This is an optimization exercise on Yosys and OpenROAD, whose aim is small area, not a production implementation. The RTL was checked by simulation tests, not by an equivalence proof against the original design.

==> v8: inputs <==
==> flow/design.v (excerpt) <==
module LFSR_Transmitter #(
    parameter WIDTH = 32
)(
    input  wire i_clk,
    input  wire i_rst_n,
    input  wire [1:0] i_state,
    input  wire i_enable_scrambeling_pattern,
    input  wire [1:0] i_functional_tx_lanes,
    input  wire i_enable_reversal,
    input  wire [WIDTH-1:0] i_lane_0,
    input  wire [WIDTH-1:0] i_lane_1,
    input  wire [WIDTH-1:0] i_lane_2,
    input  wire [WIDTH-1:0] i_lane_3,
    input  wire [WIDTH-1:0] i_lane_4,
    input  wire [WIDTH-1:0] i_lane_5,
    input  wire [WIDTH-1:0] i_lane_6,
    input  wire [WIDTH-1:0] i_lane_7,
    input  wire [WIDTH-1:0] i_lane_8,
    input  wire [WIDTH-1:0] i_lane_9,
    input  wire [WIDTH-1:0] i_lane_10,
    input  wire [WIDTH-1:0] i_lane_11,
    input  wire [WIDTH-1:0] i_lane_12,
    input  wire [WIDTH-1:0] i_lane_13,
    input  wire [WIDTH-1:0] i_lane_14,
    input  wire [WIDTH-1:0] i_lane_15,
    output wire [WIDTH-1:0] o_lane_0,
    output wire [WIDTH-1:0] o_lane_1,
    output wire [WIDTH-1:0] o_lane_2,
    output wire [WIDTH-1:0] o_lane_3,
    output wire [WIDTH-1:0] o_lane_4,
    output wire [WIDTH-1:0] o_lane_5,
    output wire [WIDTH-1:0] o_lane_6,
    output wire [WIDTH-1:0] o_lane_7,
    output wire [WIDTH-1:0] o_lane_8,
    output wire [WIDTH-1:0] o_lane_9,
    output wire [WIDTH-1:0] o_lane_10,
    output wire [WIDTH-1:0] o_lane_11,
    output wire [WIDTH-1:0] o_lane_12,
    output wire [WIDTH-1:0] o_lane_13,
    output wire [WIDTH-1:0] o_lane_14,
    output wire [WIDTH-1:0] o_lane_15,
    output reg o_Lfsr_tx_done,
    output reg o_enable_frame
);
clock: 6.0 ns
lec_check: 0
cap_margin: 20
core_margin: 2
core_utilization: 40
cts_buf_list: sky130_fd_sc_hd__clkbuf_16
cts_cluster_diameter: 150
cts_cluster_size: 22
slew_margin: 20
synth_hierarchical: 1
synth_minimum_keep_size: 0
standard.sh (not shown) runs the stock make flow with config.mk's settings and CLKGATE_MAP_FILE= SYNTH_SCRIPT=/design/flow/synth_recipe.tcl, a recipe that flattens the netlist after the stock synthesis.
==> flow/flow/run.sh <==
#!/bin/bash
# Layout flow: the standard ORFS flow (standard.sh, unchanged synthesis, floorplan, power
# grid, placement, CTS and routing), except that the port buffers that global placement adds to
# every input and output are sky130_fd_sc_hd__buf_1 instead of the default clkdlybuf4s50_1.
# make's output goes to make_finish.log here; ORFS keeps each step's log under orfs/logs/.
set -euo pipefail
bash standard.sh "BUFFER_PORTS_ARGS=-buffer_cell sky130_fd_sc_hd__buf_1" finish > make_finish.log 2>&1
==> inputs of v26, as changes to v8 <==
--- a/flow/design.v
+++ b/flow/design.v
@@ -18,53 +18,58 @@
     input  wire hold,
     input  wire q,
     output wire d
 );
     assign d = (ld & n) | (hold & q);
 endmodule
+module nd2 (
+    input  wire a,
+    input  wire b,
+    output wire y
+);
+    assign y = ~(a & b);
+endmodule
 module opair #(
     parameter INV_N = 0,
     parameter INV_M = 0
 )(
     input  wire pn,
     input  wire pm,
-    input  wire in_n,
-    input  wire in_m,
-    input  wire wi,
+    input  wire jn,
+    input  wire jm,
     input  wire sn0,
     input  wire sr0,
     input  wire sn1,
     input  wire sr1,
     output wire on,
     output wire om
 );
-    wire x = (pn ^ INV_N[0]) ^ (wi & in_n);
-    wire y = (pm ^ INV_M[0]) ^ (wi & in_m);
+    wire x = (pn ^ INV_N[0]) ^ ~jn;
+    wire y = (pm ^ INV_M[0]) ^ ~jm;
     assign on = (sn0 & x) | (sr0 & y);
     assign om = (sn1 & y) | (sr1 & x);
 endmodule
 module opair_id #(
     parameter INV_N = 0,
     parameter INV_M = 0
 )(
     input  wire pn,
     input  wire pm,
-    input  wire in_n,
-    input  wire in_m,
-    input  wire wi,
+    input  wire jn,
+    input  wire jm,
     input  wire sn0,
     input  wire sr0,
     input  wire sn1,
     input  wire sr1,
     input  wire idn,
     input  wire idm,
     output wire on,
     output wire om
 );
-    wire x = (pn ^ INV_N[0]) ^ (wi & in_n);
-    wire y = (pm ^ INV_M[0]) ^ (wi & in_m);
+    wire x = (pn ^ INV_N[0]) ^ ~jn;
+    wire y = (pm ^ INV_M[0]) ^ ~jm;
     assign on = (sn0 & x) | (sr0 & y) | idn;
     assign om = (sn1 & y) | (sr1 & x) | idm;
 endmodule
 module lfsr_word_0 (
     input  wire [22:0] r,
     output wire [8:0]  ext,
@@ -2228,14 +2233,18 @@
     localparam [183:0] SEEDS = {23'h1BB807, 23'h0277CE, 23'h19CFC9, 23'h010F12, 23'h18C0DB, 23'h1EC760, 23'h0607BB, 23'h1DBFBC};
     localparam [255:0] POL = 256'h37700E0004EF9C00339F9200021E24003181B6003D8EC0000C0F76003B7F7800;
     reg [1:0] current_state;
     reg [1:0] i_state_reg;
     reg [6:0] counter;
     reg lane_reversal_enabled;
-    reg [183:0] lfsr_x;     
-    reg [511:0] olr;        
+    reg [183:0] lfsr_x;
+    reg adv_q;              
+    reg seed_q;             
+    reg clr_q;              
+    reg [511:0] jq;         
+    reg [1:0] sn_q, sr_q, id_q, idr_q, idn_q;
     wire st_idle = (current_state == IDLE);
     wire st_clr  = (current_state == CLEAR_LFSR);
     wire st_pat  = (current_state == PATTERN_LFSR);
     wire st_pl   = (current_state == PER_LANE_IDE);
     wire c127    = &counter;
     wire c63     = &counter[5:0];
@@ -2292,23 +2301,31 @@
     lfsr_word_2 u_word2 (.r(lfsr_x[23*2 +: 23]), .ext(ext[9*2 +: 9]), .ns_x(lfsr_next_x[23*2 +: 23]));
     lfsr_word_3 u_word3 (.r(lfsr_x[23*3 +: 23]), .ext(ext[9*3 +: 9]), .ns_x(lfsr_next_x[23*3 +: 23]));
     lfsr_word_4 u_word4 (.r(lfsr_x[23*4 +: 23]), .ext(ext[9*4 +: 9]), .ns_x(lfsr_next_x[23*4 +: 23]));
     lfsr_word_5 u_word5 (.r(lfsr_x[23*5 +: 23]), .ext(ext[9*5 +: 9]), .ns_x(lfsr_next_x[23*5 +: 23]));
     lfsr_word_6 u_word6 (.r(lfsr_x[23*6 +: 23]), .ext(ext[9*6 +: 9]), .ns_x(lfsr_next_x[23*6 +: 23]));
     lfsr_word_7 u_word7 (.r(lfsr_x[23*7 +: 23]), .ext(ext[9*7 +: 9]), .ns_x(lfsr_next_x[23*7 +: 23]));
-    wire lfsr_hold = ~(st_pat | st_clr);
+    always @(posedge i_clk or negedge i_rst_n) begin
+        if (!i_rst_n) begin
+            adv_q <= 1'b0;
+            clr_q <= 1'b0;
+            seed_q <= 1'b1;
+        end else begin
+            adv_q <= st_pat;
+            clr_q <= st_clr;
+            seed_q <= 1'b0;
+        end
+    end
+    wire lfsr_hold = ~(adv_q | clr_q | seed_q);
     wire [183:0] lfsr_d;
     generate
         for (k = 0; k < 184; k = k + 1) begin : g_upd
-            upd u_upd (.ld(st_pat), .n(lfsr_next_x[k]), .hold(lfsr_hold), .q(lfsr_x[k]), .d(lfsr_d[k]));
+            upd u_upd (.ld(adv_q), .n(lfsr_next_x[k]), .hold(lfsr_hold), .q(lfsr_x[k]), .d(lfsr_d[k]));
         end
     endgenerate
-    always @(posedge i_clk or negedge i_rst_n) begin
-        if (!i_rst_n) lfsr_x <= 184'd0;
-        else          lfsr_x <= lfsr_d;
-    end
+    always @(posedge i_clk) lfsr_x <= lfsr_d;
     wire [255:0] pw;
     generate
         for (k = 0; k < 8; k = k + 1) begin : g_pw
             assign pw[32*k +: 32] = {lfsr_x[23*k +: 23], ext[9*k +: 9]};
         end
     endgenerate
@@ -2331,65 +2348,79 @@
     assign il[511:480] = i_lane_15;
     wire wp = st_pat & (scr | ~c127);    
     wire wi = st_pat & scr;              
     wire wd = st_pl & ~c63;              
     wire [1:0] wpg = {2{wp}} & i_functional_tx_lanes;
     wire [1:0] wdg = {2{wd}} & i_functional_tx_lanes;
-    wire [1:0] sel_r  = wpg & {2{rev}};
-    wire [1:0] sel_n  = wpg & {2{~rev}};
-    wire [1:0] id_r   = wdg & {2{rev}};
-    wire [1:0] id_n   = wdg & {2{~rev}};
-    wire [511:0] olr_next;
+    always @(posedge i_clk or negedge i_rst_n) begin
+        if (!i_rst_n) begin
+            sn_q  <= 2'b00;
+            sr_q  <= 2'b00;
+            id_q  <= 2'b00;
+            idr_q <= 2'b00;
+            idn_q <= 2'b00;
+        end else begin
+            sn_q  <= wpg & {2{~rev}};
+            sr_q  <= wpg & {2{rev}};
+            id_q  <= wdg;
+            idr_q <= wdg & {2{rev}};
+            idn_q <= wdg & {2{~rev}};
+        end
+    end
+    wire [511:0] jd;
+    generate
+        for (k = 0; k < 512; k = k + 1) begin : g_j
+            nd2 u_nd (.a(wi), .b(il[k]), .y(jd[k]));
+        end
+    endgenerate
+    always @(posedge i_clk) jq <= jd;
+    wire [511:0] olr;
     generate
         for (n = 0; n < 8; n = n + 1) begin : g_pair
             localparam integer M = 15 - n;
             localparam [3:0] NN = n;
             for (b = 0; b < 32; b = b + 1) begin : g_bit
                 localparam integer IB = b % 16;
                 localparam INVN = POL[32*n + b];
                 localparam INVM = POL[32*(7-n) + b];
                 wire idn, idm;
                 if (IB == 15 || IB == 13 || IB == 3 || IB == 1) begin : g_one
-                    assign idn = wdg[0];
-                    assign idm = wdg[1];
+                    assign idn = id_q[0];
+                    assign idm = id_q[1];
                 end else if (IB == 7) begin : g_b3
-                    assign idn = id_r[0];         
-                    assign idm = id_n[1];         
+                    assign idn = idr_q[0];        
+                    assign idm = idn_q[1];        
                 end else if (IB >= 4 && IB <= 6) begin : g_bj
                     if (NN[IB-4]) begin : g_1
-                        assign idn = id_n[0];
-                        assign idm = id_r[1];
+                        assign idn = idn_q[0];
+                        assign idm = idr_q[1];
                     end else begin : g_0
-                        assign idn = id_r[0];
-                        assign idm = id_n[1];
+                        assign idn = idr_q[0];
+                        assign idm = idn_q[1];
                     end
                 end else begin : g_zero
                     assign idn = 1'b0;
                     assign idm = 1'b0;
                 end
                 if (IB == 15 || IB == 13 || IB == 3 || IB == 1 || (IB >= 4 && IB <= 7)) begin : g_id
                     opair_id #(.INV_N(INVN), .INV_M(INVM)) u_o (
                         .pn(pw[32*n + b]), .pm(pw[32*(7-n) + b]),
-                        .in_n(il[32*n + b]), .in_m(il[32*M + b]), .wi(wi),
-                        .sn0(sel_n[0]), .sr0(sel_r[0]), .sn1(sel_n[1]), .sr1(sel_r[1]),
+                        .jn(jq[32*n + b]), .jm(jq[32*M + b]),
+                        .sn0(sn_q[0]), .sr0(sr_q[0]), .sn1(sn_q[1]), .sr1(sr_q[1]),
                         .idn(idn), .idm(idm),
-                        .on(olr_next[32*n + b]), .om(olr_next[32*M + b]));
+                        .on(olr[32*n + b]), .om(olr[32*M + b]));
                 end else begin : g_noid
                     opair #(.INV_N(INVN), .INV_M(INVM)) u_o (
                         .pn(pw[32*n + b]), .pm(pw[32*(7-n) + b]),
-                        .in_n(il[32*n + b]), .in_m(il[32*M + b]), .wi(wi),
-                        .sn0(sel_n[0]), .sr0(sel_r[0]), .sn1(sel_n[1]), .sr1(sel_r[1]),
-                        .on(olr_next[32*n + b]), .om(olr_next[32*M + b]));
+                        .jn(jq[32*n + b]), .jm(jq[32*M + b]),
+                        .sn0(sn_q[0]), .sr0(sr_q[0]), .sn1(sn_q[1]), .sr1(sr_q[1]),
+                        .on(olr[32*n + b]), .om(olr[32*M + b]));
                 end
             end
         end
     endgenerate
-    always @(posedge i_clk or negedge i_rst_n) begin
-        if (!i_rst_n) olr <= 512'd0;
-        else          olr <= olr_next;
-    end
     assign o_lane_0 = olr[31:0];
     assign o_lane_1 = olr[63:32];
     assign o_lane_2 = olr[95:64];
     assign o_lane_3 = olr[127:96];
     assign o_lane_4 = olr[159:128];
     assign o_lane_5 = olr[191:160];
==> inputs of v6, as changes to v8 <==
--- a/flow/design.v
+++ b/flow/design.v
@@ -18,53 +18,58 @@
     input  wire hold,
     input  wire q,
     output wire d
 );
     assign d = (ld & n) | (hold & q);
 endmodule
+module nd2 (
+    input  wire a,
+    input  wire b,
+    output wire y
+);
+    assign y = ~(a & b);
+endmodule
 module opair #(
     parameter INV_N = 0,
     parameter INV_M = 0
 )(
     input  wire pn,
     input  wire pm,
-    input  wire in_n,
-    input  wire in_m,
-    input  wire wi,
+    input  wire jn,
+    input  wire jm,
     input  wire sn0,
     input  wire sr0,
     input  wire sn1,
     input  wire sr1,
     output wire on,
     output wire om
 );
-    wire x = (pn ^ INV_N[0]) ^ (wi & in_n);
-    wire y = (pm ^ INV_M[0]) ^ (wi & in_m);
+    wire x = (pn ^ INV_N[0]) ^ ~jn;
+    wire y = (pm ^ INV_M[0]) ^ ~jm;
     assign on = (sn0 & x) | (sr0 & y);
     assign om = (sn1 & y) | (sr1 & x);
 endmodule
 module opair_id #(
     parameter INV_N = 0,
     parameter INV_M = 0
 )(
     input  wire pn,
     input  wire pm,
-    input  wire in_n,
-    input  wire in_m,
-    input  wire wi,
+    input  wire jn,
+    input  wire jm,
     input  wire sn0,
     input  wire sr0,
     input  wire sn1,
     input  wire sr1,
     input  wire idn,
     input  wire idm,
     output wire on,
     output wire om
 );
-    wire x = (pn ^ INV_N[0]) ^ (wi & in_n);
-    wire y = (pm ^ INV_M[0]) ^ (wi & in_m);
+    wire x = (pn ^ INV_N[0]) ^ ~jn;
+    wire y = (pm ^ INV_M[0]) ^ ~jm;
     assign on = (sn0 & x) | (sr0 & y) | idn;
     assign om = (sn1 & y) | (sr1 & x) | idm;
 endmodule
 module lfsr_word_0 (
     input  wire [22:0] r,
     output wire [8:0]  ext,
@@ -2228,14 +2233,17 @@
     localparam [183:0] SEEDS = {23'h1BB807, 23'h0277CE, 23'h19CFC9, 23'h010F12, 23'h18C0DB, 23'h1EC760, 23'h0607BB, 23'h1DBFBC};
     localparam [255:0] POL = 256'h37700E0004EF9C00339F9200021E24003181B6003D8EC0000C0F76003B7F7800;
     reg [1:0] current_state;
     reg [1:0] i_state_reg;
     reg [6:0] counter;
     reg lane_reversal_enabled;
-    reg [183:0] lfsr_x;     
-    reg [511:0] olr;        
+    reg [183:0] lfsr_x;
+    reg adv_q;              
+    reg clr_q;              
+    reg [511:0] jq;         
+    reg [1:0] sn_q, sr_q, id_q, idr_q, idn_q;
     wire st_idle = (current_state == IDLE);
     wire st_clr  = (current_state == CLEAR_LFSR);
     wire st_pat  = (current_state == PATTERN_LFSR);
     wire st_pl   = (current_state == PER_LANE_IDE);
     wire c127    = &counter;
     wire c63     = &counter[5:0];
@@ -2292,17 +2300,26 @@
     lfsr_word_2 u_word2 (.r(lfsr_x[23*2 +: 23]), .ext(ext[9*2 +: 9]), .ns_x(lfsr_next_x[23*2 +: 23]));
     lfsr_word_3 u_word3 (.r(lfsr_x[23*3 +: 23]), .ext(ext[9*3 +: 9]), .ns_x(lfsr_next_x[23*3 +: 23]));
     lfsr_word_4 u_word4 (.r(lfsr_x[23*4 +: 23]), .ext(ext[9*4 +: 9]), .ns_x(lfsr_next_x[23*4 +: 23]));
     lfsr_word_5 u_word5 (.r(lfsr_x[23*5 +: 23]), .ext(ext[9*5 +: 9]), .ns_x(lfsr_next_x[23*5 +: 23]));
     lfsr_word_6 u_word6 (.r(lfsr_x[23*6 +: 23]), .ext(ext[9*6 +: 9]), .ns_x(lfsr_next_x[23*6 +: 23]));
     lfsr_word_7 u_word7 (.r(lfsr_x[23*7 +: 23]), .ext(ext[9*7 +: 9]), .ns_x(lfsr_next_x[23*7 +: 23]));
-    wire lfsr_hold = ~(st_pat | st_clr);
+    always @(posedge i_clk or negedge i_rst_n) begin
+        if (!i_rst_n) begin
+            adv_q <= 1'b0;
+            clr_q <= 1'b0;
+        end else begin
+            adv_q <= st_pat;
+            clr_q <= st_clr;
+        end
+    end
+    wire lfsr_hold = ~(adv_q | clr_q);
     wire [183:0] lfsr_d;
     generate
         for (k = 0; k < 184; k = k + 1) begin : g_upd
-            upd u_upd (.ld(st_pat), .n(lfsr_next_x[k]), .hold(lfsr_hold), .q(lfsr_x[k]), .d(lfsr_d[k]));
+            upd u_upd (.ld(adv_q), .n(lfsr_next_x[k]), .hold(lfsr_hold), .q(lfsr_x[k]), .d(lfsr_d[k]));
         end
     endgenerate
     always @(posedge i_clk or negedge i_rst_n) begin
         if (!i_rst_n) lfsr_x <= 184'd0;
         else          lfsr_x <= lfsr_d;
     end
@@ -2331,65 +2348,79 @@
     assign il[511:480] = i_lane_15;
     wire wp = st_pat & (scr | ~c127);    
     wire wi = st_pat & scr;              
     wire wd = st_pl & ~c63;              
     wire [1:0] wpg = {2{wp}} & i_functional_tx_lanes;
     wire [1:0] wdg = {2{wd}} & i_functional_tx_lanes;
-    wire [1:0] sel_r  = wpg & {2{rev}};
-    wire [1:0] sel_n  = wpg & {2{~rev}};
-    wire [1:0] id_r   = wdg & {2{rev}};
-    wire [1:0] id_n   = wdg & {2{~rev}};
-    wire [511:0] olr_next;
+    always @(posedge i_clk or negedge i_rst_n) begin
+        if (!i_rst_n) begin
+            sn_q  <= 2'b00;
+            sr_q  <= 2'b00;
+            id_q  <= 2'b00;
+            idr_q <= 2'b00;
+            idn_q <= 2'b00;
+        end else begin
+            sn_q  <= wpg & {2{~rev}};
+            sr_q  <= wpg & {2{rev}};
+            id_q  <= wdg;
+            idr_q <= wdg & {2{rev}};
+            idn_q <= wdg & {2{~rev}};
+        end
+    end
+    wire [511:0] jd;
+    generate
+        for (k = 0; k < 512; k = k + 1) begin : g_j
+            nd2 u_nd (.a(wi), .b(il[k]), .y(jd[k]));
+        end
+    endgenerate
+    always @(posedge i_clk) jq <= jd;
+    wire [511:0] olr;
     generate
         for (n = 0; n < 8; n = n + 1) begin : g_pair
             localparam integer M = 15 - n;
             localparam [3:0] NN = n;
             for (b = 0; b < 32; b = b + 1) begin : g_bit
                 localparam integer IB = b % 16;
                 localparam INVN = POL[32*n + b];
                 localparam INVM = POL[32*(7-n) + b];
                 wire idn, idm;
                 if (IB == 15 || IB == 13 || IB == 3 || IB == 1) begin : g_one
-                    assign idn = wdg[0];
-                    assign idm = wdg[1];
+                    assign idn = id_q[0];
+                    assign idm = id_q[1];
                 end else if (IB == 7) begin : g_b3
-                    assign idn = id_r[0];         
-                    assign idm = id_n[1];         
+                    assign idn = idr_q[0];        
+                    assign idm = idn_q[1];        
                 end else if (IB >= 4 && IB <= 6) begin : g_bj
                     if (NN[IB-4]) begin : g_1
-                        assign idn = id_n[0];
-                        assign idm = id_r[1];
+                        assign idn = idn_q[0];
+                        assign idm = idr_q[1];
                     end else begin : g_0
-                        assign idn = id_r[0];
-                        assign idm = id_n[1];
+                        assign idn = idr_q[0];
+                        assign idm = idn_q[1];
                     end
                 end else begin : g_zero
                     assign idn = 1'b0;
                     assign idm = 1'b0;
                 end
                 if (IB == 15 || IB == 13 || IB == 3 || IB == 1 || (IB >= 4 && IB <= 7)) begin : g_id
                     opair_id #(.INV_N(INVN), .INV_M(INVM)) u_o (
                         .pn(pw[32*n + b]), .pm(pw[32*(7-n) + b]),
-                        .in_n(il[32*n + b]), .in_m(il[32*M + b]), .wi(wi),
-                        .sn0(sel_n[0]), .sr0(sel_r[0]), .sn1(sel_n[1]), .sr1(sel_r[1]),
+                        .jn(jq[32*n + b]), .jm(jq[32*M + b]),
+                        .sn0(sn_q[0]), .sr0(sr_q[0]), .sn1(sn_q[1]), .sr1(sr_q[1]),
                         .idn(idn), .idm(idm),
-                        .on(olr_next[32*n + b]), .om(olr_next[32*M + b]));
+                        .on(olr[32*n + b]), .om(olr[32*M + b]));
                 end else begin : g_noid
                     opair #(.INV_N(INVN), .INV_M(INVM)) u_o (
                         .pn(pw[32*n + b]), .pm(pw[32*(7-n) + b]),
-                        .in_n(il[32*n + b]), .in_m(il[32*M + b]), .wi(wi),
-                        .sn0(sel_n[0]), .sr0(sel_r[0]), .sn1(sel_n[1]), .sr1(sel_r[1]),
-                        .on(olr_next[32*n + b]), .om(olr_next[32*M + b]));
+                        .jn(jq[32*n + b]), .jm(jq[32*M + b]),
+                        .sn0(sn_q[0]), .sr0(sr_q[0]), .sn1(sn_q[1]), .sr1(sr_q[1]),
+                        .on(olr[32*n + b]), .om(olr[32*M + b]));
                 end
             end
         end
     endgenerate
-    always @(posedge i_clk or negedge i_rst_n) begin
-        if (!i_rst_n) olr <= 512'd0;
-        else          olr <= olr_next;
-    end
     assign o_lane_0 = olr[31:0];
     assign o_lane_1 = olr[63:32];
     assign o_lane_2 = olr[95:64];
     assign o_lane_3 = olr[127:96];
     assign o_lane_4 = olr[159:128];
     assign o_lane_5 = olr[191:160];
==> inputs of v7, as changes to v8 <==
- CTS_CLUSTER_DIAMETER: 150 -> 100
- CTS_CLUSTER_SIZE: 22 -> 20
==> summary.txt <==
Share of the synthesized netlist area taken by xor and xnor gates: v26 0.3288; v8 0.3032; v7 0.3032; v6 0.3209
Largest net degree at the start of global routing: v26 109; v8 173; v7 173; v6 115
Actual transition at the worst max-transition pin: v26 1139 ps; v8 1199 ps; v7 1261 ps; v6 1123 ps
Number of nets in the final layout: v26 5137; v8 5071; v7 5079; v6 5127
Simple-gate area share of the yosys netlist: v26 0.05813; v8 0.05340; v7 0.05340; v6 0.05609
Antenna Cells: v26 15; v8 5; v7 9; v6 14
Run status: v26 complete, no violations; v8 complete, no violations; v7 complete, no violations; v6 complete, no violations
Stages on the worst setup path: v26 14; v8 12; v7 12; v6 14
Number of rows in the core area: v26 112; v8 117; v7 117; v6 114
Capturing element of the worst setup path: v26 o_lane_0[4]; v8 olr[291]; v7 olr[291]; v6 o_lane_1[3]
Flip-flop and latch count after synthesis: v26 723; v8 710; v7 710; v6 722
Area overhead of the layout relative to synthesis: v26 16.55%; v8 13.11%; v7 14.18%; v6 16.37%
Sinks on the clock net: v26 723; v8 710; v7 710; v6 722

[port drivers added, routing unchanged]
No port has a modelled driver above. Below, the same layouts with a new extraction and two added sets of constraints. Step 1 sets driving cells, clkbuf_16 on the clock port and buf_2 on the other inputs (assumed; they add their load-dependent delay and slew). Step 2 moves the port delays by t, midway between the first and last clock arrival at a register: inputs arrive t later, outputs are due t later. That takes back most of the time a late clock gives input paths. Slacks: ideal / step 1 / step 2; pairs: ideal / step 1.
run	shift t [ns]	setup slack, ns	hold slack, ns	clock arrival spread, ns	worst slew at a driven data input, ns
v8	0.701	1.238 / 1.238 / 1.238	0.522 / 0.522 / 0.522	0.056 / 0.056	0.22
v26	0.680	0.196 / 0.124 / 0.805	0.528 / 0.528 / 0.528	0.035 / 0.035	0.20
v6	0.682	0.165 / 0.092 / 0.774	0.532 / 0.532 / 0.532	0.041 / 0.041	0.28
v7	0.709	1.246 / 1.246 / 1.246	0.520 / 0.520 / 0.520	0.022 / 0.022	0.24
After both steps setup and hold are still met in every run listed.
